From an optimization exercise on the open Yosys and OpenROAD flow, aimed at small area, a short achievable clock period and few clock cycles per item; shortcuts taken in it are not production practice.
Function was checked by simulation only, so behaviour that the tests miss may differ from the original.
Power figures rest on the tool's default switching activity, not on a simulated workload.

File: config.mk
export PLATFORM = sky130hd
export DESIGN_NAME = bit_population_counter
export DESIGN_NICKNAME = bit_population_counter
export VERILOG_FILES = /design/flow/design.v
export SDC_FILE = /design/flow/constraint.sdc
export NUM_CORES = 4
export LEC_CHECK = 0
export CAP_MARGIN = 20
export CORE_MARGIN = 2
export CORE_UTILIZATION = 40
export SLEW_MARGIN = 20
File: constraint.sdc
create_clock -name core_clock -period 2.5 [get_ports {clk_i}]
set_input_delay 0.5000 -clock core_clock [delete_from_list [all_inputs] [get_ports {clk_i}]]
set_output_delay 0.5000 -clock core_clock [all_outputs]
set_load 0.01 [all_outputs]
File: design.v
module bit_population_counter #(
  parameter WIDTH = 128,
  parameter SLICE = 6
)(
  input                               clk_i,
  input                               srst_i,
  input        [(WIDTH-1):0]          data_i,
  input                               data_val_i,
  output logic [$clog2(WIDTH):0]      data_o,
  output logic                        data_val_o
);
  localparam                                          SLICE_CNT     = (WIDTH + SLICE - 1) / SLICE;
  localparam                                          LOG_SLICE_CNT = $clog2(SLICE_CNT);
  logic [WIDTH-1:0][$clog2(WIDTH):0]                  cnt_low_level;
  logic [LOG_SLICE_CNT:0][WIDTH-1:0][$clog2(WIDTH):0] cnt;
  logic [LOG_SLICE_CNT+1:0] valid_delay;
  assign data_val_o = valid_delay[LOG_SLICE_CNT+1];
  function automatic integer level_size( input integer level );
    integer size;
    size = SLICE_CNT;
    for( int top_level_ind = 1; top_level_ind <= level; top_level_ind++ )
      size = (size + 1) / 2;
    level_size = size;
  endfunction
  always_ff @( posedge clk_i )
    begin
      for( int top_level_ind = 1; top_level_ind <= LOG_SLICE_CNT; top_level_ind++ )
        begin
          for( int i = 0; i < level_size(top_level_ind); i++ )
            begin
              if( i * 2 + 1 < level_size(top_level_ind - 1) )
                cnt[top_level_ind][i] <= cnt[top_level_ind - 1][i * 2 + 1] + cnt[top_level_ind - 1][i * 2];
              else
                cnt[top_level_ind][i] <= cnt[top_level_ind - 1][i * 2];
            end
        end
    end
  always_ff @( posedge clk_i )
    begin
      cnt[0] <= cnt_low_level;
    end
  always_comb
    begin
      cnt_low_level = '0;
      for( int i = 0; i < SLICE_CNT; i++ )
      begin
        cnt_low_level[i] = '0;
        for( int j = 0; j < SLICE && i * SLICE + j < WIDTH; j++ )
          cnt_low_level[i] = cnt_low_level[i] + data_i[i * SLICE + j];
      end
    end
  always_ff @( posedge clk_i )
    data_o <= cnt[LOG_SLICE_CNT][0];
  always_ff @( posedge clk_i )
    if( srst_i )
      valid_delay <= '0;
    else
      valid_delay <= {valid_delay[LOG_SLICE_CNT:0],data_val_i};
endmodule
File: run.sh
#!/bin/bash
# synth_recipe.tcl (not shown) runs the flow's synth.tcl, then flattens the netlist and writes it again
# the make line also repeats each setting of config.mk as NAME=value (left out here)
make -C /OpenROAD-flow-scripts/flow DESIGN_CONFIG=/design/flow/config.mk WORK_HOME=/design/flow/orfs CLKGATE_MAP_FILE= SYNTH_SCRIPT=/design/flow/synth_recipe.tcl finish
==> results.cfg <==
[logic_synthesis]
yosysMostFrequentCell = dfxtp_1
yosys.area_share.simple = 0.0206
synth_mux_area_frac = 0
synth_edf_count = 0
yosys-top-cells-count = dfxtp_1, inv_1, ha_1
yosys.area.top_type_share = 0.455
avgSynthCellArea_um2 = 12.0
synthCells = 702
ys.flop_type = dfxtp_1
synth_seq_cells = 192
synth_nets = 1017
yosys_warnings = 1
postSynth.asyncResetShare = 0
synth_area_leader_cell = dfxtp_1
syn_area_um2 = 8460
synth_fa_ha_area_frac = 0.347
ys_seq_area_frac = 0.455
synth-compound-area-share = 0.0601
synth_area_leaders = dfxtp_1, fa_1, ha_1
synth_xor_area_frac = 0.0373
synth_top_family_by_area = adder cells
yosysUniqueCellTypes = 20

[critical_path]
crit_type = primary input to flip-flop
cpMostUsedCell = fa_1
reg2reg_from = cnt[4096]
path_delay_family = adder cells
crit_path_max_incr_delay_ps = 550
critPathSlowestCell = fa_1
cp_max_fo = 1
cp.required_ps = 2790
startpoint_type = primary input
path_depth = 7
crit_chain = clkdlybuf4s50_1, fa_1, inv_1, fa_1, inv_1, ha_1, fa_1
path_buf_inv = 3
r2r_cells = 6
r2r_slack_ps = 760
end_kind = flip-flop
cp.arrival_ps = 2670
crit_start = data_i[84]
worstSetupEndpoint = cnt[113]
rr_endpoint = cnt[5126]

[die]
fp.dieArea_um2 = 22300
dieWidth_um = 149
start_util = 0.405
num_rows = 53
ioPinCount = 140
coreArea_um2 = 20900
die_h_um = 149

[detailed_routing]
drc = 0
routedWlPerCell_um = 9.42
num_vias = 4677
vias_per_cell = 4.07
drt_iter0_markers = 82
drt_wl_total_mm = 10.8
firstDrtPassIters = 4
postRouteAntennaNets = 0

[clock_network]
cts_buffer_depth = 2
cts_setup_buffers = 0
tritoncts = done
cts_root_buf = clkbuf_16
ctsHoldBuffers = 0
numCtsBuffers = 17
cts_resized = 0
clkTransAtPathRegs_ps = 70
clock_sinks = 192
htreeDepth = 4
clk-insertion-delay-late_ps = 410

[grt]
overflow = 0
grt_first_pass_wirelength_mm = 20.0
groute.usage.overall = 0.112
grt_max_degree = 18
grt_pass1_vias = 4911
grt_antenna_before_repair = 0

[timing]
final_hold_viol_count = 0
skew_ps = 5.93
fmax_ghz = 0.420
maxSlewHeadroom = 0.832
worstMarginPinSlew_ps = 250
slew_viol_final = 0
setup_violations = 0
finalSetupTns_ps = 0
period_share = 0.953
rsz0062_at_grt = false
fin_crit_ps = 2380
fin_ws_ps = 118

[finish]
regArea_um2 = 3840
multi_input_area_um2 = 3930
diodes = 0
n_fill_cell = 1894
area_growth_pct = 28.2
layout-drive-gt1-share = 0.0367
nets = 1175
layoutNonFillerInstCount = 1148

[pwr]
power.density_nw_per_um2 = 1140
power.leakage_nw = 5.38
worst_ir_drop_vdd_mv = 0.490

[placed_design]
portBuffers = 139
routabilityCongestion = 0.760
hpwl_mm = 8.97
pre_cts_slack_ps = -338
dp_cells = 1116

[status]
outcome = timing/DRC/antenna clean

[min_path]
hp-class = flip-flop to flip-flop

[job]
drv_cap = 0
-- worst register-to-register path, stage by stage, from the launching register on --
cell,delay (ps)
dfxtp_1,300
ha_1,210
fa_1,430
a211oi_1,290
o21bai_1,130
a21oi_1,180
xnor2_1,130
-- report_power, final --
group	leakage, nW	switching, mW	internal, mW
clock network	0.313	1.14	1.75
registers	1.61	0.511	4.45
logic	3.45	2.09	2.37
total	5.38	3.74	8.57
-- state kept, by name, summed over array words and instances (netlist names) --
signal / count
cnt: 177
data_o: 8
valid_delay: 7
-- metal layers --
layer | wire length (um) | GRT usage
met5 | 0 | 0
met4 | 72 | 0.0286
met3 | 547 | 0.0434
met2 | 5150 | 0.186
met1 | 5050 | 0.137
-- final cells by class --
| cell class | instances | area share |
|---|---|---|
| Sequential cell | 192 | 0.354 |
| Timing Repair Buffer | 139 | 0.128 |
| Multi-Input combinational cell | 328 | 0.362 |
| Inverter | 182 | 0.0630 |
| Tap cell | 275 | 0.0317 |
| Clock inverter | 13 | 0.0183 |
| Clock buffer | 19 | 0.0418 |
-- cells by family after synthesis --
group,count (synthesis)
adders and majority gates,184
and+or+nand+nor,31
DFF,192
buffers and inverters,182
AOI/OAI and AO/OA,77
xor gates and xnor gates,36
-- layout by cell type, fill, tap and decap left out --
cell type        count
nand2b_1             7
clkbuf_8             2
o21a_1               1
a211oi_1             6
inv_6                4
nor2b_1             15
xnor2_1             26
dfxtp_1            192
clkbuf_16           17
a22o_1               1
nand2_1              2
nor2_1               6
clkinvlp_4           2
a21o_1              35
o21ai_0             13
inv_8                1
clkdlybuf4s50_1    139
xor2_1              10
and2_1               1
bufinv_16            4
inv_1              182
o31a_1               1
a21oi_1             17
ha_1               100
o21bai_1             2
fa_1                84
clkinv_4             2
a311o_1              1
-- worst min-delay path by stage --
stage               from         to  cells after the start
4_1_cts        cnt[3089]  cnt[4105]                      0
3_3_place_gp   cnt[5127]  data_o[7]                      0
3_5_place_dp   cnt[3089]  cnt[4105]                      0
5_1_grt        cnt[5122]  data_o[2]                      0
6_report       cnt[5127]  data_o[7]                      0
2_1_floorplan  cnt[1104]  cnt[2088]                      0
-- through the flow --
stage,hold slack (ps),total power [mW],util,cell area [um2]
global placement,310,9.51,0.488,10200
CTS,328,12.6,0.519,10800
global route,330,13.6,0.519,10800
detailed placement,312,9.59,0.488,10200
floorplan,310,8.32,-,8460
finish,326,12.3,0.519,10800
Testbench counts, summed over its fixed seeds: cycles 8,056, items 8,000.

## afterwards: timing with drivers on the ports
How much do the figures lean on ideal ports? The routed layout below was timed once more, with nothing changed but the port constraints. Step 1, drivers: a clkbuf_16 drives clk_i and a buf_2 each remaining input, both assumed. Step 2 adds t to the input delays and takes it off the output delays; t is the mean of the earliest and latest rising clock arrival at the registers after step 1. Input paths then give back, and output paths get back, about the clock's delay inside the block. a / b / c = ideal ports / drivers / drivers and shift; a / b = the first two.
shift t [ns]: 0.453
setup slack, ns: 0.118 / 0.140 / -0.313
worst register clock-pin slew, ns: 0.07 / 0.07
Met with ideal ports but missed after step 2: setup timing in this run. For this run, drivers alone change the setup slack by +0.022 ns; drivers and shift together by -0.431 ns.
